Context: an optimization exercise on an open-source flow, tuned for small area and a short achievable clock period. The choices shown serve that exercise and are no tape-out recipe. RTL that was checked went through simulation tests only; none was proved equivalent to the original. For run 4, only the layout was checked, not whether the RTL still works. Power and IR drop assume default switching activity.

<file path="flow/design.v">
`default_nettype none
module ecliptic_classification
  (
   input wire         sg,
   input wire [2:0]   kind,
   output logic [9:0] res,
   output logic       ack
   );
  always_comb begin
    ack = |kind;
    res[0] =  sg & (kind == 3'd4);
    res[1] =  sg & (kind == 3'd3);
    res[2] =  sg & (kind == 3'd2);
    res[3] =  sg & (kind == 3'd1);
    res[4] = ~sg & (kind == 3'd1);
    res[5] = ~sg & (kind == 3'd2);
    res[6] = ~sg & (kind == 3'd3);
    res[7] = ~sg & (kind == 3'd4);
    res[8] = (kind == 3'd5);
    res[9] = (kind == 3'd6);
  end
endmodule
`default_nettype wire
`default_nettype none
module ecliptic_increment
  #(parameter int W = 32)
  (
   input wire [W-1:0]   a,
   input wire           cin,
   output logic [W-1:0] y
   );
  logic [W-1:0] p;
  always_comb begin
    p = a;
    p[0] = a[0] & cin;
    for (int d = 1; d < W; d = d * 2)
      for (int i = 2 * d - 1; i < W; i = i + 2 * d) p[i] = p[i] & p[i-d];
    for (int d = 16; d >= 1; d = d / 2)
      for (int i = 3 * d - 1; i < W; i = i + 2 * d) p[i] = p[i] & p[i-d];
    y[0] = a[0] ^ cin;
    for (int i = 1; i < W; i++) y[i] = a[i] ^ p[i-1];
  end
endmodule
`default_nettype wire
`default_nettype none
module ecliptic_top
  (
   input wire          clk,
   input wire          nrst,
   input wire [31:0]   src1,
   input wire [31:0]   src2,
   input wire          bop_req,
   input wire [1:0]    bop_op,
   output logic [31:0] bop_res,
   output logic        bop_ack,
   input wire          cls_req,
   output logic [9:0]  cls_res,
   output logic        cls_ack,
   input wire          cmp_req,
   input wire [2:0]    cmp_op,
   output logic [31:0] cmp_res,
   output logic        cmp_invalid,
   output logic        cmp_ack,
   input wire          cvtw_req,
   input wire [1:0]    cvtw_rm,
   input wire          cvtw_unsigned,
   output logic [31:0] cvtw_res,
   output logic        cvtw_invalid,
   output logic        cvtw_inexact,
   output logic        cvtw_ack,
   input wire          cvts_req,
   input wire [1:0]    cvts_rm,
   input wire          cvts_unsigned,
   output logic [31:0] cvts_res,
   output logic        cvts_inexact,
   output logic        cvts_ack
   );
  logic bop_sign;
  always_comb begin
    case (bop_op)
      2'b00: bop_sign = src2[31];
      2'b01: bop_sign = ~src2[31];
      2'b10: bop_sign = src1[31] ^ src2[31];
      default: bop_sign = src1[31];
    endcase
  end
  always_ff @(posedge clk) begin
    if (~nrst | ~bop_req) begin
      bop_res <= '0;
      bop_ack <= '0;
    end else begin
      bop_res <= {bop_sign, src1[30:0]};
      bop_ack <= 1'b1;
    end
  end
  logic [2:0] cls_kind_n, cls_kind;
  logic       cls_sg;
  always_comb begin
    if (~|src1[30:23]) cls_kind_n = (~|src1[22:0]) ? 3'd1 : 3'd2;    
    else if (~&src1[30:23]) cls_kind_n = 3'd3;                        
    else if (~|src1[22:0]) cls_kind_n = 3'd4;                         
    else cls_kind_n = src1[22] ? 3'd6 : 3'd5;                         
  end
  always_ff @(posedge clk) begin
    if (~nrst | ~cls_req) begin
      cls_sg <= '0;
      cls_kind <= '0;
    end else begin
      cls_sg <= src1[31];
      cls_kind <= cls_kind_n;
    end
  end
  ecliptic_classification CLS (.sg(cls_sg), .kind(cls_kind), .res(cls_res), .ack(cls_ack));
  logic cmp_s1, cmp_s2, cmp_ones1, cmp_ones2, cmp_man1, cmp_man2;
  logic cmp_nan1, cmp_nan2, cmp_snan1, cmp_snan2, cmp_any_nan;
  logic cmp_mag_lt, cmp_mag_eq, cmp_both_zero;
  logic cmp_eq, cmp_lt, cmp_src1_first, cmp_pick1;
  logic [31:0] cmp_res_n;
  logic cmp_inv_n;
  logic [31:0] cmp_lt_t [0:5];
  logic [31:0] cmp_gt_t [0:5];
  always_comb begin
    for (int i = 0; i < 32; i++) begin
      if (i < 31) begin
        cmp_lt_t[0][i] = ~src1[i] & src2[i];
        cmp_gt_t[0][i] = src1[i] & ~src2[i];
      end else begin
        cmp_lt_t[0][i] = 1'b0;
        cmp_gt_t[0][i] = 1'b0;
      end
    end
    for (int l = 0; l < 5; l++) begin
      cmp_lt_t[l+1] = '0;
      cmp_gt_t[l+1] = '0;
      for (int i = 0; i < (16 >> l); i++) begin
        cmp_lt_t[l+1][i] = cmp_lt_t[l][2*i+1] | (~cmp_gt_t[l][2*i+1] & cmp_lt_t[l][2*i]);
        cmp_gt_t[l+1][i] = cmp_gt_t[l][2*i+1] | (~cmp_lt_t[l][2*i+1] & cmp_gt_t[l][2*i]);
      end
    end
    cmp_mag_lt = cmp_lt_t[5][0];
    cmp_mag_eq = ~cmp_lt_t[5][0] & ~cmp_gt_t[5][0];
    cmp_s1 = src1[31];
    cmp_s2 = src2[31];
    cmp_ones1 = &src1[30:23];
    cmp_ones2 = &src2[30:23];
    cmp_man1 = |src1[22:0];
    cmp_man2 = |src2[22:0];
    cmp_nan1 = cmp_ones1 & cmp_man1;
    cmp_nan2 = cmp_ones2 & cmp_man2;
    cmp_snan1 = cmp_ones1 & ~src1[22] & cmp_man1;
    cmp_snan2 = cmp_ones2 & ~src2[22] & cmp_man2;
    cmp_any_nan = cmp_nan1 | cmp_nan2;
    cmp_both_zero = ~|{src1[30:0], src2[30:0]};
    cmp_eq = ~cmp_any_nan & (cmp_both_zero | (cmp_mag_eq & (cmp_s1 == cmp_s2)));
    if (cmp_s1 != cmp_s2) cmp_lt = cmp_s1 & ~cmp_both_zero;
    else cmp_lt = cmp_s1 ? ~cmp_mag_lt & ~cmp_mag_eq : cmp_mag_lt;
    cmp_lt = cmp_lt & ~cmp_any_nan;
    cmp_src1_first = (cmp_s1 != cmp_s2) ? cmp_s1 : (cmp_s1 ^ cmp_mag_lt);
    cmp_pick1 = cmp_nan2 | (~cmp_nan1 & (cmp_src1_first ^ cmp_op[0]));
    cmp_res_n = '0;
    cmp_inv_n = 1'b0;
    case (cmp_op)
      3'b000: begin cmp_res_n[0] = cmp_lt | cmp_eq; cmp_inv_n = cmp_any_nan; end
      3'b001: begin cmp_res_n[0] = cmp_lt; cmp_inv_n = cmp_any_nan; end
      3'b010: begin cmp_res_n[0] = cmp_eq; cmp_inv_n = cmp_snan1 | cmp_snan2; end
      3'b100, 3'b101: begin
        cmp_res_n = (cmp_nan1 & cmp_nan2) ? 32'h7fc00000 : (cmp_pick1 ? src1 : src2);
        cmp_inv_n = cmp_snan1 | cmp_snan2;
      end
      default: ;
    endcase
  end
  always_ff @(posedge clk) begin
    if (~nrst | ~cmp_req) begin
      cmp_res <= '0;
      cmp_ack <= '0;
      cmp_invalid <= '0;
    end else begin
      cmp_res <= cmp_res_n;
      cmp_ack <= 1'b1;
      cmp_invalid <= cmp_inv_n;
    end
  end
  logic        w_s;
  logic [7:0]  w_e;
  logic [22:0] w_m;
  logic        w_ge127, w_e126, w_e158, w_ge159, w_nan, w_man_zero;
  logic        w_e127;
  logic [23:0] w_mg;
  logic [87:0] w_y;
  logic [55:0] w_f;
  logic [31:0] w_ipx;
  logic        w_ip0;
  logic [21:0] w_smask;
  logic        w_guard, w_sticky, w_round_up;
  logic        w_inv_pre, w_force_zero, w_inc;
  logic        w_satpos;
  logic [31:0] w_sat, w_q_n;
  logic        w_act_n, w_invalid_n, w_inexact_n;
  always_comb begin
    w_s = src1[31];
    w_e = src1[30:23];
    w_m = src1[22:0];
    w_man_zero = ~|w_m;
    w_ge127 = w_e[7] | (&w_e[6:0]);
    w_e126 = (w_e == 8'd126);
    w_e158 = (w_e == 8'd158);
    w_ge159 = w_e[7] & ((|w_e[6:5]) | (&w_e[4:0]));
    w_nan = (&w_e) & ~w_man_zero;
    w_e127 = (w_e == 8'd127);
    w_mg = w_ge127 ? {1'b1, w_m} : 24'd0;
    w_y = {{31{w_s}}, w_mg ^ {24{w_s}}, w_s, {32{w_s}}} << w_e[4:0];
    w_f = w_y[87:32];
    w_ipx = w_e127 ? {{31{w_s}}, ~w_s} : w_f[54:23];
    w_ip0 = w_ipx[0] ^ w_s;
    w_guard = w_e127 ? w_m[22] : ((w_f[22] ^ w_s) | w_e126);
    w_smask = w_e127 ? 22'h3fffff : (22'h1fffff >> w_e[4:0]);
    w_sticky = (w_ge127 & |(w_m[21:0] & w_smask)) |
               (~w_ge127 & (~w_man_zero | ((|w_e) & ~w_e126)));
    case (cvtw_rm)
      2'b00: w_round_up = w_guard & (w_sticky | w_ip0);
      2'b01: w_round_up = 1'b0;
      2'b10: w_round_up = w_s & (w_guard | w_sticky);
      default: w_round_up = ~w_s & (w_guard | w_sticky);
    endcase
    w_inv_pre = w_nan | w_ge159 |
                (w_e158 & (cvtw_unsigned ? w_s : ~(w_s & w_man_zero))) |
                (cvtw_unsigned & w_s & w_ge127);
    w_force_zero = cvtw_unsigned & w_s & ~w_ge127;
    w_invalid_n = w_inv_pre | (w_force_zero & w_round_up);
    w_inexact_n = ~w_invalid_n & (w_guard | w_sticky);
    w_satpos = ~w_s | w_nan;
    w_sat = {cvtw_unsigned ? w_satpos : ~w_satpos, {31{w_satpos}}};
    w_inc = w_round_up & ~w_force_zero;
    w_q_n = w_inv_pre ? w_sat : w_ipx;
    w_act_n = ~w_inv_pre & (w_s ^ w_inc);
  end
  logic [31:0] cvtw_q;
  logic        cvtw_act;
  always_ff @(posedge clk) begin
    if (~nrst | ~cvtw_req) begin
      cvtw_ack <= '0;
      cvtw_q <= '0;
      cvtw_act <= '0;
      cvtw_invalid <= '0;
      cvtw_inexact <= '0;
    end else begin
      cvtw_ack <= 1'b1;
      cvtw_q <= w_q_n;
      cvtw_act <= w_act_n;
      cvtw_invalid <= w_invalid_n;
      cvtw_inexact <= w_inexact_n;
    end
  end
  ecliptic_increment #(.W(32)) CVTW_INC (.a(cvtw_q), .cin(cvtw_act), .y(cvtw_res));
  logic        f_s, f_zero, f_bzero;
  logic [31:0] f_b;
  logic [31:0] f_zv [0:5];
  logic [4:0]  f_zc [0:5][0:31];
  logic [4:0]  f_lz;
  logic [63:0] f_t [0:5];
  logic [6:0]  f_smask;
  logic [7:0]  f_cmask;
  logic        f_guard, f_sticky, f_carry;
  logic [7:0]  f_ze [0:5][0:31];
  logic [7:0]  f_e_n;
  always_comb begin
    f_s = ~cvts_unsigned & src1[31];
    f_zero = ~|src1;
    f_b = src1 ^ {32{f_s}};
    for (int i = 0; i < 32; i++) begin
      f_zv[0][i] = f_b[i];
      f_zc[0][i] = '0;
    end
    for (int l = 0; l < 5; l++) begin
      f_zv[l+1] = '0;
      for (int i = 0; i < 32; i++) f_zc[l+1][i] = '0;
      for (int i = 0; i < (16 >> l); i++) begin
        f_zv[l+1][i] = f_zv[l][2*i+1] | f_zv[l][2*i];
        f_zc[l+1][i] = f_zv[l][2*i+1] ? f_zc[l][2*i+1] : (f_zc[l][2*i] | 5'(1 << l));
      end
    end
    f_lz = f_zc[5][0];
    f_bzero = ~f_zv[5][0];
    f_t[0] = {f_b, {32{f_s}}};
    for (int l = 0; l < 5; l++) f_t[l+1] = f_lz[4-l] ? (f_t[l] << (16 >> l)) : f_t[l];
    f_smask = 7'h7f >> f_lz;
    f_cmask = 8'hff >> f_lz;
    f_sticky = |(src1[6:0] & f_smask);
    f_guard = ~f_lz[4] & ~f_lz[3] & (f_t[5][39] ^ (f_s & ~f_sticky));
    f_carry = f_s & ~|(src1[7:0] & f_cmask);
    for (int i = 0; i < 32; i++) f_ze[0][i] = 8'(127 + i);
    for (int l = 0; l < 5; l++) begin
      for (int i = 0; i < 32; i++) f_ze[l+1][i] = '0;
      for (int i = 0; i < (16 >> l); i++)
        f_ze[l+1][i] = f_zv[l][2*i+1] ? f_ze[l][2*i+1] : f_ze[l][2*i];
    end
    f_e_n = f_zero ? 8'd0 : (f_bzero ? 8'd126 : f_ze[5][0]);
  end
  logic f_lsb, f_round_up, f_cin;
  always_comb begin
    f_lsb = f_t[5][40];
    case (cvts_rm)
      2'b00: f_round_up = f_guard & (f_sticky | f_lsb);
      2'b01: f_round_up = 1'b0;
      2'b10: f_round_up = f_s & (f_guard | f_sticky);
      default: f_round_up = ~f_s & (f_guard | f_sticky);
    endcase
    f_cin = f_carry | f_round_up;
  end
  logic [30:0] cvts_mag;
  logic        cvts_cin, cvts_sg;
  always_ff @(posedge clk) begin
    if (~nrst | ~cvts_req) begin
      cvts_ack <= '0;
      cvts_mag <= '0;
      cvts_cin <= '0;
      cvts_sg <= '0;
      cvts_inexact <= '0;
    end else begin
      cvts_ack <= 1'b1;
      cvts_mag <= {f_e_n, f_t[5][62:40]};
      cvts_cin <= f_cin;
      cvts_sg <= f_s;
      cvts_inexact <= f_guard | f_sticky;
    end
  end
  ecliptic_increment #(.W(31)) CVTS_INC (.a(cvts_mag), .cin(cvts_cin), .y(cvts_res[30:0]));
  assign cvts_res[31] = cvts_sg;
endmodule
`default_nettype wire
</file>
<file path="flow/flow/run.sh">
#!/bin/bash
# Standard ORFS layout, with plain buf_1 cells as the port buffers
# instead of the default clkdlybuf4s50_1 delay cells.
set -euo pipefail
export BUFFER_PORTS_ARGS="-buffer_cell sky130_fd_sc_hd__buf_1"
bash standard.sh > standard.log 2>&1
</file>
<file path="flow/standard.sh">
#!/bin/bash
# synth_recipe.tcl (not shown) runs the flow's synth.tcl, then flattens the netlist and writes it again
# the make line also repeats each setting of config.mk as NAME=value (left out here)
make -C /OpenROAD-flow-scripts/flow DESIGN_CONFIG=/design/flow/config.mk WORK_HOME=/design/flow/orfs CLKGATE_MAP_FILE= SYNTH_SCRIPT=/design/flow/synth_recipe.tcl "${@:-finish}"
</file>
<file path="flow/config.mk">
export PLATFORM = sky130hd
export DESIGN_NAME = ecliptic_top
export DESIGN_NICKNAME = ecliptic_top
export VERILOG_FILES = /design/flow/design.v
export SDC_FILE = /design/flow/constraint.sdc
export NUM_CORES = 4
export LEC_CHECK = 0
export ABC_AREA = 1
export CAP_MARGIN = 20
export CORE_MARGIN = 2
export CORE_UTILIZATION = 40
export CTS_BUF_LIST = sky130_fd_sc_hd__clkbuf_8
export GPL_ROUTABILITY_DRIVEN = 0
export GPL_TIMING_DRIVEN = 0
export SETUP_SLACK_MARGIN = 3.7
export SLEW_MARGIN = 20
export SYNTH_HIERARCHICAL = 1
export TNS_END_PERCENT = 10
</file>
<file path="flow/constraint.sdc">
create_clock -name core_clock -period 7.5 [get_ports {clk}]
set_input_delay 1.5000 -clock core_clock [delete_from_list [all_inputs] [get_ports {clk}]]
set_output_delay 1.5000 -clock core_clock [all_outputs]
set_load 0.01 [all_outputs]
</file>
==> results.py, run 1 <==
metrics = {
    "clocking": {
        "cts_tree": "yes",
        "ctsHoldBuffers": 0,
        "clock-root-buffer": "clkbuf_8",
        "path_clk_slew_ns": 0.10,
        "cts_buffers": 17,
        "htree_num_levels": 4,
        "clkSinkCount": 141,
        "clock_path_buffers": 2,
    },
    "die": {
        "die_w_um": 171,
        "fp.dieArea_um2": 29400,
        "core.rowCount": 61,
        "ios": 229,
        "initial_core_util_pct": 40.5,
        "die_height_um": 171,
        "coreArea_um2": 27700,
    },
    "synth": {
        "synth-simple-area-share_pct": 37.7,
        "synth_top_area_share_pct": 25.2,
        "ys_types": 63,
        "async_flop_share_pct": 0,
        "synth_cells": 1794,
        "synth.area.mux_share_pct": 1.07,
        "ys_warn_count": 16,
        "synthFlopType": "dfxtp_1",
        "ys_top_cells_by_area": "dfxtp_1 (25%), nand2_1 (14%), nand3_1 (9.8%), nor2_1 (7.0%), o21ai_0 (6.4%)",
        "synth_compound_area_share_pct": 18.1,
        "synth_top_cell_by_area": "dfxtp_1",
        "yosys.area_share.adder_pct": 3.24,
        "synth_top_family_by_area": "simple AND/OR/NAND/NOR gates",
        "synth_seq_cells": 141,
        "seq_area_frac_synth_pct": 25.2,
        "synth-edff-count": 0,
        "synth_area_um2": 11200,
        "synthXorXnorAreaFrac_pct": 5.55,
        "avgSynthCellArea_um2": 6.25,
        "syn-num-nets": 1905,
    },
    "global_route": {
        "grt.total_usage_pct": 28.9,
        "antenna_found_initial": 1,
        "grt_max_degree": 17,
        "grt_pass1_vias": 12300,
        "grt_first_pass_wirelength_um": 66100,
        "grt.overflow.total": 0,
    },
    "route": {
        "drt_pass1_iterations": 6,
        "routed_wl_um": 43400,
        "drt_iter0_drc": 1450,
        "ant_nets": 0,
        "wl_per_cell_um": 17.8,
        "vias_per_cell": 5.55,
        "drc_errors": 0,
        "vias": 13500,
    },
    "setup_path": {
        "critPathCaptureType": "flop",
        "cp.buffers_inverters": 4,
        "cp-endpoint": "cvts_mag[18]",
        "cp.depth": 19,
        "critPathRequiredTime_ns": 7.89,
        "slowest_stage": "o21ai_0",
        "critical_path.most_common_cell": "nand2_1",
        "crit_fanout": 10,
        "critical-path-top-delay-family": "simple AND/OR/NAND/NOR gates",
        "path_cells": "buf_2 > inv_1 > xor2_1 > nor2_1 > nand2_1 > inv_2 > nand2_2 > nor2_4 > nand2_4 > buf_2 > o21ai_0 > nand2_1 > nand2_1 > nand2_1 > o21ai_1 > nand2_1 > nand2_1 > nand2_1 > a21oi_1",
        "path_class": "in -> reg",
        "crit_arrival_ns": 4.18,
        "crit_path_start_kind": "primary input",
        "max_stage_delay_ns": 0.34,
        "startpoint": "src1[22]",
    },
    "final_layout": {
        "syn_to_final_growth_pct": 19.1,
        "insertedDiodeCount": 0,
        "layout.nets": 2153,
        "final_area_um2": 13400,
        "nFillCells": 2979,
        "layout_common_cells": "nand2_1 (414), nand3_1 (215), buf_1 (208)",
        "final_common_cell": "nand2_1",
        "drive_gt1_share_pct": 12.7,
    },
    "sta": {
        "setup_tns_ns": 0,
        "period_needed_ns": 3.79,
        "setup_viol": 0,
        "rsz0062_at_grt": "true",
        "slew_headroom_pct": 36.4,
        "drv_slew": 0,
        "fin_crit_sh_pct": 50.6,
        "worstMarginPinSlew_ns": 0.930,
        "fmax_ghz": 0.264,
        "hold_viol": 0,
        "holdWs_ns": 1.27,
        "timing.final.ws_setup_ns": 3.71,
    },
    "power_and_ir_drop": {
        "pwr-share-comb_pct": 32.3,
        "swShare_pct": 40.4,
        "seq_power_share_pct": 37.6,
        "p_leak_nw": 6.13,
        "switching_power_mw": 0.871,
        "p_clk_share_pct": 30.1,
        "p_int_mw": 1.29,
        "p_per_area_nw_per_um2": 162,
        "peakVddDrop_mv": 0.102,
    },
    "place": {
        "hpwlAfterDp_um": 34200,
        "placed_cell_area_um2": 12500,
        "port_buffers": 222,
        "pre_cts_slack_ns": 2.57,
    },
    "worst_hold_path": {
        "min_path_type": "in -> reg",
    },
    "job": {
        "cap_violations": 0,
    },
    "run_status": {
        "outcome": "timing/DRC/antenna clean",
    },
}
[modules after synthesis, one instance, submodules excluded, a selection]
module / cell area (um2) / flip-flops and latches
ecliptic_top: 9920 / 141
ecliptic_classification: 80.1 / 0
[through the flow]
step	instances	utilization, %	power, mW
2_1_floorplan	1794	-	1.27
3_3_place_gp	2394	45.2	1.47
3_5_place_dp	2394	45.2	1.48
4_1_cts	2429	46.8	2.12
5_1_grt	2433	48.2	2.27
6_report	2433	48.2	2.16
[layer usage]
metal / wire length, um / GRT usage [%] / up-vias / share of wire, %
li1: - / - / 6469 / -
met1: 18500 / 39.2 / 6075 / 43
met2: 18600 / 44.1 / 834 / 43
met3: 4760 / 6.37 / 121 / 11
met4: 1550 / 11.9 / 2 / 3.6
met5: 9 / 0 / - / 0.021
[synthesized netlist by cell type, types with 3 or more instances]
cell        n
xor2_1     46
nand2_2    17
buf_2      22
buf_4       5
nand4_1    11
nor2_4      9
nand2_4     4
buf_1      17
o21ai_0   143
nand2_1   424
a221oi_1    4
or2_2       5
nand3_1   220
o21a_1     10
a211oi_1   26
o211ai_1   12
o31ai_1     7
nor3_1     23
mux2i_1    12
inv_2      15
ha_1       29
o22ai_1    11
nor2_2     10
inv_1     132
nor4_1     12
xor2_2      9
nand3_2     4
clkbuf_1   41
a31oi_1    19
a21boi_0    3
clkinv_1    4
dfxtp_1   141
a21oi_1    66
o21ai_1    33
buf_6       5
nor2_1    209
[layout make-up]
cell class	count	area, um2	area share, %
buffer	92	532	3.98
clock buffer	18	248	1.86
clock inverter	14	150	1.12
inverter	152	588	4.40
multi-input combinational	1409	7610	57.0
sequential	141	2820	21.1
tap	378	473	3.54
timing repair buffer	229	928	6.95
[how the worst min path moves through the flow]
| stage | start | to | slack [ns] | cells after the start |
|---|---|---|---|---|
| CTS | bop_op[0] | bop_res[31] | 1.26 | 3 |
| floorplan | src2[27] | cmp_res[27] | 1.63 | 2 |
| finish | cvts_rm[1] | cvts_cin | 1.27 | 3 |
| global placement | cvts_rm[1] | cvts_cin | 1.76 | 3 |
| detailed placement | cvts_rm[1] | cvts_cin | 1.77 | 3 |
| global route | bop_op[1] | bop_res[31] | 1.30 | 3 |
[kinds of logic after synthesis]
kind of cell,Yosys count
mux,12
simple gates,957
compound gates,352
flops,141
xor+xnor,59
buf+inv,244
fa+ha+maj,29
[power groups by stage]
stage	logic [mW]	clock network (mW)	registers, mW
3_5_place_dp	0.647	0	0.828
2_1_floorplan	0.435	0	0.830
6_report	0.697	0.648	0.811
3_3_place_gp	0.644	0	0.827
4_1_cts	0.652	0.654	0.811
5_1_grt	0.768	0.683	0.816
[sequential cells by signal, summed over array words and instances, names as in the netlist]
register      cells
cls_kind          3
cvts_inexact      1
cvtw_inexact      1
cls_sg            1
cvts_sg           1
cmp_ack           1
cvtw_act          1
cvts_cin          1
cvts_ack          1
cvtw_q           32
cmp_res          32
cvtw_invalid      1
bop_ack           1
bop_res          32
cvtw_ack          1
cvts_mag         30
cmp_invalid       1
[what timing repair did]
item / 4_1_cts / 5_1_grt
setup buffers: 3 / 4
pin swaps: 0 / 10
gates resized for setup: 18 / 147
setup endpoints to repair: 96 / 115
==> run 2: changes to the inputs <==
--- a/flow/config.mk
+++ b/flow/config.mk
@@ -17,2 +17,2 @@
 export SYNTH_HIERARCHICAL = 1
-export TNS_END_PERCENT = 10
+export TNS_END_PERCENT = 30
==> results.py, run 2 <==
metrics = {
    "final_layout": {
        "insertedDiodeCount": 0,
        "top_regs": "bop_res x32, cmp_res x32, cvtw_q x32",
        "syn_to_final_growth_pct": 20.7,
        "layout.nets": 2164,
        "nFillCells": 2947,
        "final_common_cell": "nand2_1",
        "stdcell_count": 2444,
        "drive_gt1_share_pct": 13.7,
        "layout_common_cells": "nand2_1 (413), nand3_1 (215), buf_1 (208)",
    },
    "setup_path": {
        "critPathCaptureType": "flop",
        "critPathRequiredTime_ns": 7.86,
        "crit_path_start_kind": "primary input",
        "max_stage_delay_ns": 0.50,
        "critical_path.most_common_cell": "o21ai_0",
        "slowest_stage": "clkbuf_1",
        "path_class": "in -> reg",
        "crit_fanout": 10,
        "startpoint": "src1[24]",
        "path_cells": "clkbuf_2 > clkbuf_1 > buf_1 > clkbuf_2 > nand3_1 > a31oi_1 > nand2_1 > o21ai_0 > o21ai_0 > o21ai_0 > nand2_1",
        "crit_arrival_ns": 4.14,
    },
    "sta": {
        "hold_viol": 0,
        "fin_crit_sh_pct": 50.4,
        "fmax_ghz": 0.264,
        "rsz0062_at_grt": "true",
        "period_needed_ns": 3.78,
        "holdWs_ns": 1.26,
        "setup_viol": 0,
        "drv_slew": 0,
        "slew_headroom_pct": 37.4,
        "worstMarginPinSlew_ns": 0.915,
        "setup_tns_ns": 0,
    },
    "clocking": {
        "htree_num_levels": 4,
        "clkSinkCount": 141,
        "cts_buffers": 17,
        "ctsHoldBuffers": 0,
        "clock_path_buffers": 2,
        "cts_tree": "yes",
        "path_clk_slew_ns": 0.10,
        "clock-root-buffer": "clkbuf_8",
    },
    "power_and_ir_drop": {
        "p_leak_nw": 6.20,
        "pwr-share-comb_pct": 32.8,
        "seq_power_share_pct": 37.3,
        "peakVddDrop_mv": 0.101,
        "swShare_pct": 40.4,
        "p_int_mw": 1.29,
        "p_per_area_nw_per_um2": 161,
        "switching_power_mw": 0.878,
        "p_clk_share_pct": 29.8,
        "total_power_mw": 2.17,
    },
    "synth": {
        "seq_area_frac_synth_pct": 25.2,
        "synth_seq_cells": 141,
        "async_flop_share_pct": 0,
        "synth_area_um2": 11200,
        "synth_cells": 1794,
        "synth-edff-count": 0,
        "synthFlopType": "dfxtp_1",
        "synth_top_area_share_pct": 25.2,
        "synth_top_cell_by_area": "dfxtp_1",
        "ys_warn_count": 16,
        "syn-num-nets": 1905,
        "yosysMostFrequentCell": "nand2_1",
        "ys_types": 63,
        "ys_top_cells_by_area": "dfxtp_1 (25%), nand2_1 (14%), nand3_1 (9.8%), nor2_1 (7.0%), o21ai_0 (6.4%)",
        "synth_common_cells": "nand2_1 (424), nand3_1 (220), nor2_1 (209), o21ai_0 (143), dfxtp_1 (141)",
        "avgSynthCellArea_um2": 6.25,
    },
    "global_route": {
        "grt_pass1_vias": 12300,
        "grt_max_degree": 17,
        "grt.total_usage_pct": 28.9,
        "grt.overflow.total": 0,
        "antenna_found_initial": 1,
        "grt_first_pass_wirelength_um": 66100,
    },
    "die": {
        "core.rowCount": 61,
        "die_height_um": 171,
        "ios": 229,
        "coreArea_um2": 27700,
        "initial_core_util_pct": 40.5,
        "fp.dieArea_um2": 29400,
        "die_w_um": 171,
    },
    "route": {
        "wl_per_cell_um": 17.9,
        "vias": 13500,
        "drc_errors": 0,
        "ant_nets": 0,
        "drt_pass1_iterations": 8,
        "drt_iter0_drc": 1452,
        "vias_per_cell": 5.52,
        "routed_wl_um": 43700,
    },
    "worst_hold_path": {
        "min_path_type": "in -> reg",
        "min_from": "cvts_rm[1]",
        "hold_end": "cvts_cin",
        "holdPathStages": 3,
    },
    "job": {
        "cap_violations": 0,
    },
    "run_status": {
        "outcome": "timing/DRC/antenna clean",
    },
    "place": {
        "hpwlAfterDp_um": 34200,
        "dp_cells": 2394,
        "port_buffers": 222,
    },
}
[run 2: cell counts after synthesis]
No cell type changed its count.
[run 2: stage by stage]
stage,area (um2),setup WS [ns],utilization (%)
floorplan,11200,3.87,-
global placement,12500,2.56,45.2
detailed placement,12500,2.57,45.2
CTS,13000,3.64,46.8
global route,13500,3.59,48.9
finish,13500,3.72,48.9
[run 2: worst max-delay path, delay by kind of cell]
family | cells | cell delay, ns
AO/OA/AOI/OAI | 4 | 0.81
buffers and inverters | 4 | 1.51
AND/OR/NAND/NOR | 3 | 0.32
[run 2: final cells by class]
cell class	count	area [um2]	share of cell area, %
clock buffer	18	248	1.83
multi-input combinational	1410	7690	56.8
sequential	141	2820	20.9
timing repair buffer	239	1020	7.54
buffer	92	534	3.95
clock inverter	14	150	1.11
tap	378	473	3.49
inverter	152	598	4.42
[run 2: metal layers]
layer  up-vias  routed length [um]  GRT usage (%)
li1       6498                   -              -
met1      6081               18800           39.2
met2       790               18700           44.1
met3       117                4600           6.37
met4         2                1520           11.9
met5         -                   9              0
[run 2: power groups by stage]
stage | logic [mW] | registers, mW | clock network [mW]
after global placement | 0.644 | 0.827 | 0
after CTS | 0.652 | 0.811 | 0.654
after global routing | 0.784 | 0.816 | 0.683
final | 0.713 | 0.811 | 0.648
after detailed placement | 0.647 | 0.828 | 0
after floorplan | 0.435 | 0.830 | 0
[run 2: worst max path at each step]
stage / endpoint / slack [ns] / cells after the start
after floorplan: cvts_mag[4] / 3.87 / 20
after global placement: cvtw_q[15] / 2.56 / 14
after detailed placement: cvtw_q[15] / 2.57 / 14
after CTS: cmp_res[20] / 3.64 / 19
after global routing: cvts_res[15] / 3.59 / 11
final: cvtw_q[2] / 3.72 / 11
[run 2: timing repair]
item	4_1_cts	5_1_grt
cloned	0	2
buffers inserted	3	13
endpoints found under the setup margin	96	115
gates resized for setup	18	171
pin swaps	0	16
[run 2: Yosys stat by module, one instance, submodules excluded, a selection]
module / area [um2] / times used / cells
ecliptic_classification: 80.1 / 1 / 19
ecliptic_top: 9920 / 1 / 1602
[run 2: logic make-up (layout without fill, tap and decap cells)]
kind of cell | after synthesis | count (layout) | share of synthesized area, %
simple gates | 957 | 958 | 37.7
compound gates | 352 | 352 | 18.1
buf+inv | 244 | 515 | 9.17
flops | 141 | 141 | 25.2
xor+xnor | 59 | 59 | 5.55
fa+ha+maj | 29 | 29 | 3.24
mux | 12 | 12 | 1.07
==> run 3: changes to the inputs <==
--- a/flow/config.mk
+++ b/flow/config.mk
@@ -17,2 +17,2 @@
 export SYNTH_HIERARCHICAL = 1
-export TNS_END_PERCENT = 30
+export TNS_END_PERCENT = 20
==> results.py, run 3 <==
metrics = {
    "setup_path": {
        "max_stage_delay_ns": 0.32,
        "cp.buffers_inverters": 4,
        "crit_arrival_ns": 4.17,
        "path_class": "in -> reg",
        "critical_path.most_common_cell": "nand2_1",
        "critPathCaptureType": "flop",
        "crit_path_start_kind": "primary input",
        "critical-path-top-delay-family": "simple AND/OR/NAND/NOR gates",
        "crit_fanout": 10,
        "slowest_stage": "o21ai_0",
        "path_cells": "buf_2 > inv_1 > xor2_1 > nor2_1 > nand2_1 > inv_2 > nand2_2 > nor2_4 > nand2_4 > buf_2 > o21ai_0 > nand2_1 > nand2_1 > nand2_1 > o21ai_1 > nand2_1 > nand2_1 > nand2_1 > a21oi_1",
        "critPathRequiredTime_ns": 7.89,
    },
    "power_and_ir_drop": {
        "peakVddDrop_mv": 0.101,
        "p_per_area_nw_per_um2": 161,
        "total_power_mw": 2.16,
        "p_leak_nw": 6.14,
    },
    "route": {
        "vias_per_cell": 5.51,
        "drt_pass1_iterations": 6,
        "drc_errors": 0,
        "wl_per_cell_um": 17.8,
        "vias": 13400,
        "routed_wl_um": 43400,
        "ant_nets": 0,
        "drt_iter0_drc": 1441,
    },
    "place": {
        "pre_cts_slack_ns": 2.57,
        "placed_cell_area_um2": 12500,
        "hpwlAfterDp_um": 34200,
        "port_buffers": 222,
    },
    "final_layout": {
        "top_regs": "bop_res x32, cmp_res x32, cvtw_q x32",
        "syn_to_final_growth_pct": 19.3,
        "nFillCells": 2978,
        "multi_input_area_um2": 7630,
        "layout.nets": 2154,
        "final_common_cell": "nand2_1",
        "drive_gt1_share_pct": 13.0,
        "final_area_um2": 13400,
        "seq_area_um2": 2820,
        "insertedDiodeCount": 0,
        "layout_common_cells": "nand2_1 (413), nand3_1 (215), buf_1 (208)",
    },
    "clocking": {
        "path_clk_slew_ns": 0.10,
        "ctsHoldBuffers": 0,
        "htree_num_levels": 4,
        "cts_buffers": 17,
        "cts_tree": "yes",
        "clkSinkCount": 141,
        "clock-root-buffer": "clkbuf_8",
        "clock_path_buffers": 2,
    },
    "sta": {
        "fin_crit_sh_pct": 50.4,
        "worstMarginPinSlew_ns": 0.937,
        "hold_viol": 0,
        "fmax_ghz": 0.265,
        "setup_viol": 0,
        "rsz0062_at_grt": "true",
        "timing.final.ws_setup_ns": 3.72,
        "setup_tns_ns": 0,
        "slew_headroom_pct": 35.9,
        "drv_slew": 0,
        "period_needed_ns": 3.78,
    },
    "global_route": {
        "grt.total_usage_pct": 28.9,
        "antenna_found_initial": 1,
        "grt_max_degree": 17,
        "grt_pass1_vias": 12300,
        "grt_first_pass_wirelength_um": 66100,
        "grt.overflow.total": 0,
    },
    "synth": {
        "async_flop_share_pct": 0,
        "synthFlopType": "dfxtp_1",
        "ys_warn_count": 16,
        "yosysMostFrequentCell": "nand2_1",
        "synth_common_cells": "nand2_1 (424), nand3_1 (220), nor2_1 (209), o21ai_0 (143), dfxtp_1 (141)",
        "syn-num-nets": 1905,
        "synth_area_um2": 11200,
        "avgSynthCellArea_um2": 6.25,
        "ys_types": 63,
        "seq_area_frac_synth_pct": 25.2,
        "synth_top_area_share_pct": 25.2,
        "synth_top_cell_by_area": "dfxtp_1",
        "synth-edff-count": 0,
        "synth_seq_cells": 141,
        "ys_top_cells_by_area": "dfxtp_1 (25%), nand2_1 (14%), nand3_1 (9.8%), nor2_1 (7.0%), o21ai_0 (6.4%)",
        "synth_cells": 1794,
    },
    "die": {
        "initial_core_util_pct": 40.5,
        "die_w_um": 171,
        "core.rowCount": 61,
        "ios": 229,
        "fp.dieArea_um2": 29400,
        "coreArea_um2": 27700,
        "die_height_um": 171,
    },
    "run_status": {
        "outcome": "timing/DRC/antenna clean",
    },
    "job": {
        "cap_violations": 0,
    },
    "worst_hold_path": {
        "min_path_type": "in -> reg",
    },
}
[run 3: cell count changes in the layout (fill, tap and decap cells not counted), sizes merged]
cell      previous run  this run
buf                256       248
clkbuf              93        92
clkinvlp             4         2
inv                155       157
nand2              447       446
[run 3: cell families after synthesis]
kind of cell | synth area share [%]
simple gates | 37.7
compound gates | 18.1
buf+inv | 9.17
flops | 25.2
xor+xnor | 5.55
fa+ha+maj | 3.24
mux | 1.07
[run 3: final timing paths]
check	startpoint	to	slack, ns	cells after the start
worst max-delay path	src1[22]	cvts_mag[18]	3.72	19
worst min-delay path	cvts_rm[1]	cvts_cin	1.26	3
[run 3: metrics by stage]
step	instances	hold WS [ns]	utilization [%]
3_3_place_gp	2394	1.76	45.2
6_report	2434	1.26	48.3
4_1_cts	2429	1.26	46.8
5_1_grt	2434	1.30	48.3
3_5_place_dp	2394	1.77	45.2
2_1_floorplan	1794	1.63	-
[run 3: final cells by class]
type,instances,area share [%]
buffer,92,3.98
clock buffer,18,1.85
clock inverter,14,1.12
inverter,152,4.40
multi-input combinational,1409,57.0
sequential,141,21.1
tap,378,3.54
timing repair buffer,230,7.00
[run 3: power breakdown]
part	internal, mW	total (mW)	switching (mW)
Clock	0.285	0.647	0.362
Combinational	0.214	0.700	0.486
Sequential	0.788	0.811	0.0230
[run 3: Yosys stat by module, one instance, submodules excluded, a selection]
| module | cell area (um2) | flip-flops and latches |
|---|---|---|
| ecliptic_classification | 80.1 | 0 |
| ecliptic_top | 9920 | 141 |
[run 3: per-layer routing]
layer  track usage, %  up-vias  routed length, um
li1                 -     6473                  -
met1             39.2     6064              18800
met2             44.1      758              18700
met3             6.37      119               4400
met4             11.9        2               1560
met5                0        -                  9
[run 3: repair_timing]
item / 4_1_cts / 5_1_grt
endpoints found under the setup margin: 96 / 115
gates resized for setup: 18 / 153
hold endpoints to repair: 0 / 0
buffers inserted: 3 / 5
pin swaps: 0 / 10
==> run 4: changes to the inputs <==
--- a/flow/design.v
+++ b/flow/design.v
@@ -37,6 +37,10 @@
       for (int i = 2 * d - 1; i < W; i = i + 2 * d) p[i] = p[i] & p[i-d];
-    for (int d = 16; d >= 1; d = d / 2)
+    for (int d = 16; d >= 2; d = d / 2)
       for (int i = 3 * d - 1; i < W; i = i + 2 * d) p[i] = p[i] & p[i-d];
     y[0] = a[0] ^ cin;
-    for (int i = 1; i < W; i++) y[i] = a[i] ^ p[i-1];
+    y[1] = cin ? (a[1] ^ a[0]) : a[1];
+    for (int i = 2; i < W; i++) begin
+      if (i % 2 == 0) y[i] = a[i] ^ p[i-1];
+      else y[i] = p[i-2] ? (a[i] ^ a[i-1]) : a[i];
+    end
   end
@@ -238,3 +242,5 @@
   logic [31:0] cvtw_q;
-  logic        cvtw_act;
+  logic        cvtw_act, cvtw_mid;
+  logic        w_mid_n;
+  assign w_mid_n = w_act_n & (&w_q_n[15:0]);
   always_ff @(posedge clk) begin
@@ -244,2 +250,3 @@
       cvtw_act <= '0;
+      cvtw_mid <= '0;
       cvtw_invalid <= '0;
@@ -250,2 +257,3 @@
       cvtw_act <= w_act_n;
+      cvtw_mid <= w_mid_n;
       cvtw_invalid <= w_invalid_n;
@@ -254,3 +262,4 @@
   end
-  ecliptic_increment #(.W(32)) CVTW_INC (.a(cvtw_q), .cin(cvtw_act), .y(cvtw_res));
+  ecliptic_increment #(.W(16)) CVTW_INC_LO (.a(cvtw_q[15:0]), .cin(cvtw_act), .y(cvtw_res[15:0]));
+  ecliptic_increment #(.W(16)) CVTW_INC_HI (.a(cvtw_q[31:16]), .cin(cvtw_mid), .y(cvtw_res[31:16]));
   logic        f_s, f_zero, f_bzero;
@@ -260,3 +269,3 @@
   logic [4:0]  f_lz;
-  logic [63:0] f_t [0:5];
+  logic [31:0] f_t [0:5];
   logic [6:0]  f_smask;
@@ -284,3 +293,3 @@
     f_bzero = ~f_zv[5][0];
-    f_t[0] = {f_b, {32{f_s}}};
+    f_t[0] = src1;
     for (int l = 0; l < 5; l++) f_t[l+1] = f_lz[4-l] ? (f_t[l] << (16 >> l)) : f_t[l];
@@ -289,3 +298,3 @@
     f_sticky = |(src1[6:0] & f_smask);
-    f_guard = ~f_lz[4] & ~f_lz[3] & (f_t[5][39] ^ (f_s & ~f_sticky));
+    f_guard = ~f_lz[4] & ~f_lz[3] & (f_t[5][7] ^ (f_s & f_sticky));
     f_carry = f_s & ~|(src1[7:0] & f_cmask);
@@ -301,3 +310,3 @@
   always_comb begin
-    f_lsb = f_t[5][40];
+    f_lsb = f_t[5][8] ^ f_s;
     case (cvts_rm)
@@ -310,4 +319,7 @@
   end
-  logic [30:0] cvts_mag;
-  logic        cvts_cin, cvts_sg;
+  logic [30:0] cvts_mag, f_mag;
+  logic        cvts_cin, cvts_mid, cvts_sg;
+  logic        f_mid;
+  assign f_mag = {f_e_n, f_t[5][30:8] ^ {23{f_s}}};
+  assign f_mid = f_cin & (&f_mag[15:0]);
   always_ff @(posedge clk) begin
@@ -317,2 +329,3 @@
       cvts_cin <= '0;
+      cvts_mid <= '0;
       cvts_sg <= '0;
@@ -321,4 +334,5 @@
       cvts_ack <= 1'b1;
-      cvts_mag <= {f_e_n, f_t[5][62:40]};
+      cvts_mag <= f_mag;
       cvts_cin <= f_cin;
+      cvts_mid <= f_mid;
       cvts_sg <= f_s;
@@ -327,3 +341,4 @@
   end
-  ecliptic_increment #(.W(31)) CVTS_INC (.a(cvts_mag), .cin(cvts_cin), .y(cvts_res[30:0]));
+  ecliptic_increment #(.W(16)) CVTS_INC_LO (.a(cvts_mag[15:0]), .cin(cvts_cin), .y(cvts_res[15:0]));
+  ecliptic_increment #(.W(15)) CVTS_INC_HI (.a(cvts_mag[30:16]), .cin(cvts_mid), .y(cvts_res[30:16]));
   assign cvts_res[31] = cvts_sg;
--- a/flow/config.mk
+++ b/flow/config.mk
@@ -14,5 +14,4 @@
 export GPL_TIMING_DRIVEN = 0
-export SETUP_SLACK_MARGIN = 3.7
+export SETUP_SLACK_MARGIN = 3.6
 export SLEW_MARGIN = 20
 export SYNTH_HIERARCHICAL = 1
-export TNS_END_PERCENT = 20
==> results.py, run 4 <==
metrics = {
    "global_route": {
        "grt_max_degree": 17,
        "met3_usage_pct": 7.01,
        "grt.total_usage_pct": 29.4,
        "grt_busiest_layer": "met2",
        "grt_use_met1_pct": 40.7,
        "grt_first_pass_wirelength_um": 73100,
        "grtUsageMet2_pct": 45.0,
        "grt.overflow.total": 0,
        "grt_pass1_vias": 13600,
        "antenna_found_initial": 1,
    },
    "sta": {
        "drv_slew": 0,
        "period_needed_ns": 3.78,
        "holdWs_ns": 1.26,
        "worstMarginPinSlew_ns": 0.749,
        "setup_viol": 0,
        "rsz0062_at_grt": "true",
        "fin_crit_sh_pct": 50.4,
        "fmax_ghz": 0.265,
        "setup_tns_ns": 0,
        "hold_viol": 0,
        "slew_headroom_pct": 49.5,
    },
    "worst_hold_path": {
        "min_path_type": "in -> reg",
        "holdPathStages": 3,
    },
    "synth": {
        "synth_top_cell_by_area": "dfxtp_1",
        "synth_top_area_share_pct": 23.5,
        "synth_area_um2": 12200,
        "yosysMostFrequentCell": "nand2_1",
        "synthFlopType": "dfxtp_1",
        "async_flop_share_pct": 0,
        "seq_area_frac_synth_pct": 23.5,
        "synth_seq_cells": 143,
        "avgSynthCellArea_um2": 5.88,
        "ys_types": 60,
        "synth_common_cells": "nand2_1 (661), nand3_1 (337), nor2_1 (179), dfxtp_1 (143), inv_1 (140)",
        "ys_top_cells_by_area": "dfxtp_1 (23%), nand2_1 (20%), nand3_1 (14%), nor2_1 (5.5%), o21ai_0 (4.5%)",
        "syn-num-nets": 2184,
        "synth-edff-count": 0,
        "synth_cells": 2074,
        "ys_warn_count": 16,
    },
    "place": {
        "hpwlAfterDp_um": 37400,
        "dp_cells": 2677,
        "port_buffers": 213,
    },
    "clocking": {
        "ctsHoldBuffers": 0,
        "cts_buffers": 17,
        "clkSinkCount": 143,
        "cts_tree": "yes",
        "clock-root-buffer": "clkbuf_8",
        "clock_path_buffers": 2,
        "htree_num_levels": 4,
        "path_clk_slew_ns": 0.09,
    },
    "final_layout": {
        "seq_area_um2": 2860,
        "layout.nets": 2448,
        "syn_to_final_growth_pct": 19.3,
        "stdcell_count": 2742,
        "multi_input_area_um2": 8400,
        "final_common_cell": "nand2_1",
        "nFillCells": 3211,
        "layout_common_cells": "nand2_1 (655), nand3_1 (328), buf_1 (212)",
        "top_regs": "bop_res x32, cmp_res x32, cvtw_q x32",
        "drive_gt1_share_pct": 11.7,
        "utilization_pct": 48.8,
    },
    "setup_path": {
        "startpoint": "src1[25]",
        "critPathRequiredTime_ns": 7.92,
        "cp-endpoint": "cvtw_mid",
        "crit_arrival_ns": 4.20,
        "crit_fanout": 10,
        "critPathCaptureType": "flop",
        "crit_path_start_kind": "primary input",
        "path_class": "in -> reg",
    },
    "die": {
        "ios": 229,
        "die_w_um": 179,
        "fp.dieArea_um2": 31900,
        "die_height_um": 179,
        "initial_core_util_pct": 40.9,
        "coreArea_um2": 29800,
        "core.rowCount": 63,
    },
    "route": {
        "drt_iter0_drc": 1631,
        "routed_wl_um": 48200,
        "vias_per_cell": 5.58,
        "drc_errors": 0,
        "ant_nets": 0,
        "drt_pass1_iterations": 6,
        "wl_per_cell_um": 17.6,
        "vias": 15300,
    },
    "power_and_ir_drop": {
        "p_leak_nw": 6.90,
        "peakVddDrop_mv": 0.0954,
        "p_per_area_nw_per_um2": 156,
        "total_power_mw": 2.27,
    },
    "run_status": {
        "outcome": "timing/DRC/antenna clean",
    },
    "job": {
        "cap_violations": 0,
    },
}
run 4: final cells by class:
type | instances | area share (%)
well taps | 390 | 3.35
flip-flops and latches | 143 | 19.7
clock inverters | 14 | 1.14
diodes | 1 | 0.0172
plain buffers | 110 | 4.37
multi-input cells | 1662 | 57.8
repair buffers | 245 | 7.55
inverters | 159 | 4.43
clock buffers | 18 | 1.70
run 4: how the worst min path moves through the flow:
stage / from / to / slack (ns)
finish: bop_op[0] / bop_res[31] / 1.26
global placement: bop_op[0] / bop_res[31] / 1.77
CTS: bop_op[0] / bop_res[31] / 1.25
detailed placement: bop_op[0] / bop_res[31] / 1.77
global route: bop_op[0] / bop_res[31] / 1.29
floorplan: src2[27] / cmp_res[27] / 1.65
run 4: per-module statistics from Yosys (local to each module, per instance), a selection:
| module | cells inside | copies in the design | flip-flops and latches | cell area (um2) |
|---|---|---|---|---|
| ecliptic_classification | 19 | 1 | 0 | 80.1 |
| ecliptic_top | 1806 | 1 | 143 | 10600 |
run 4: report_power, final:
group | internal (mW) | switching, mW | leakage [nW]
clock | 0.338 | 0.336 | 0.212
sequential | 0.797 | 0.0205 | 1.17
combinational | 0.250 | 0.530 | 5.52
run 4: cell families (layout without fill, tap and decap cells):
| kind of cell | Yosys count | in the layout | synth area share (%) |
|---|---|---|---|
| AND/OR/NAND/NOR | 1290 | 1290 | 46.6 |
| XOR/XNOR | 29 | 29 | 2.14 |
| multiplexers | 4 | 4 | 0.369 |
| other | 0 | 1 | 0 |
| AO/OA/AOI/OAI | 311 | 311 | 15.2 |
| flip-flops | 143 | 143 | 23.5 |
| buffers and inverters | 269 | 546 | 9.31 |
| adder cells (fa/ha/maj) | 28 | 28 | 2.87 |
run 4: what timing repair did:
action / 4_1_cts / 5_1_grt
setup buffers: 1 / 28
gates cloned: 0 / 3
endpoints found under the setup margin: 65 / 63
gates resized for setup: 42 / 116
pin swaps: 0 / 26
run 4: worst max-delay path, cell delays in order:
cell and delay, ns:
buf_4 0.19, nand2_1 0.14, nor2_2 0.14, nand2_1 0.11
nand2_4 0.14, buf_4 0.19, nand2_1 0.06, nand2_1 0.08
nand3_1 0.10, nand3_1 0.17, nand3_1 0.12, nand3_2 0.13
nand3_1 0.15, nand2_1 0.14, nand2_1 0.11, nand2_1 0.09
nand2_1 0.06, nand3_1 0.10, nand2_1 0.07, nand2_1 0.07
nand3_2 0.11, nor2_2 0.19
run 4: per-stage QoR:
step / worst slack [ns] / cell area, um2
2_1_floorplan: 3.72 / 12200
3_3_place_gp: 2.65 / 13500
3_5_place_dp: 2.59 / 13500
4_1_cts: 3.54 / 14000
5_1_grt: 3.54 / 14600
6_report: 3.72 / 14600
run 4: metal layers:
metal	vias up	wire, um	part of all wire [%]
li1	7403	-	-
met1	6943	21100	44
met2	848	20500	42
met3	118	5280	11
met4	0	1360	2.8
met5	-	0	0

[separate check: timing with driven ports]
Ports are ideal in the flow. The routed layouts listed here were re-timed in OpenROAD. Step 1: set_driving_cell puts a clkbuf_16 on clk and a buf_2 on each other input, an assumption about the parent block. Step 2 times the ports against the registers' clock, not the clock port: input delays grow and output delays shrink by t, the midpoint of the rising clock arrivals with the driver on. Slacks: ideal / step 1 / step 2; pairs: ideal / step 1.
| run | shift t [ns] | setup WS [ns] | clock arrival spread, ns | worst data-port slew with drivers (ns) |
|---|---|---|---|---|
| run 1 | 0.514 | 3.707 / 3.702 / 3.188 | 0.021 / 0.022 | 0.07 |
| run 2 | 0.518 | 3.718 / 3.691 / 3.222 | 0.022 / 0.022 | 0.07 |
| run 3 | 0.516 | 3.721 / 3.703 / 3.189 | 0.021 / 0.021 | 0.06 |
| run 4 | 0.540 | 3.722 / 3.691 / 3.151 | 0.014 / 0.014 | 0.11 |
After both steps every run listed still meets setup and hold. The setup slack of run 4, which loses most, moves by -0.031 ns with the drivers and by -0.571 ns with both steps.
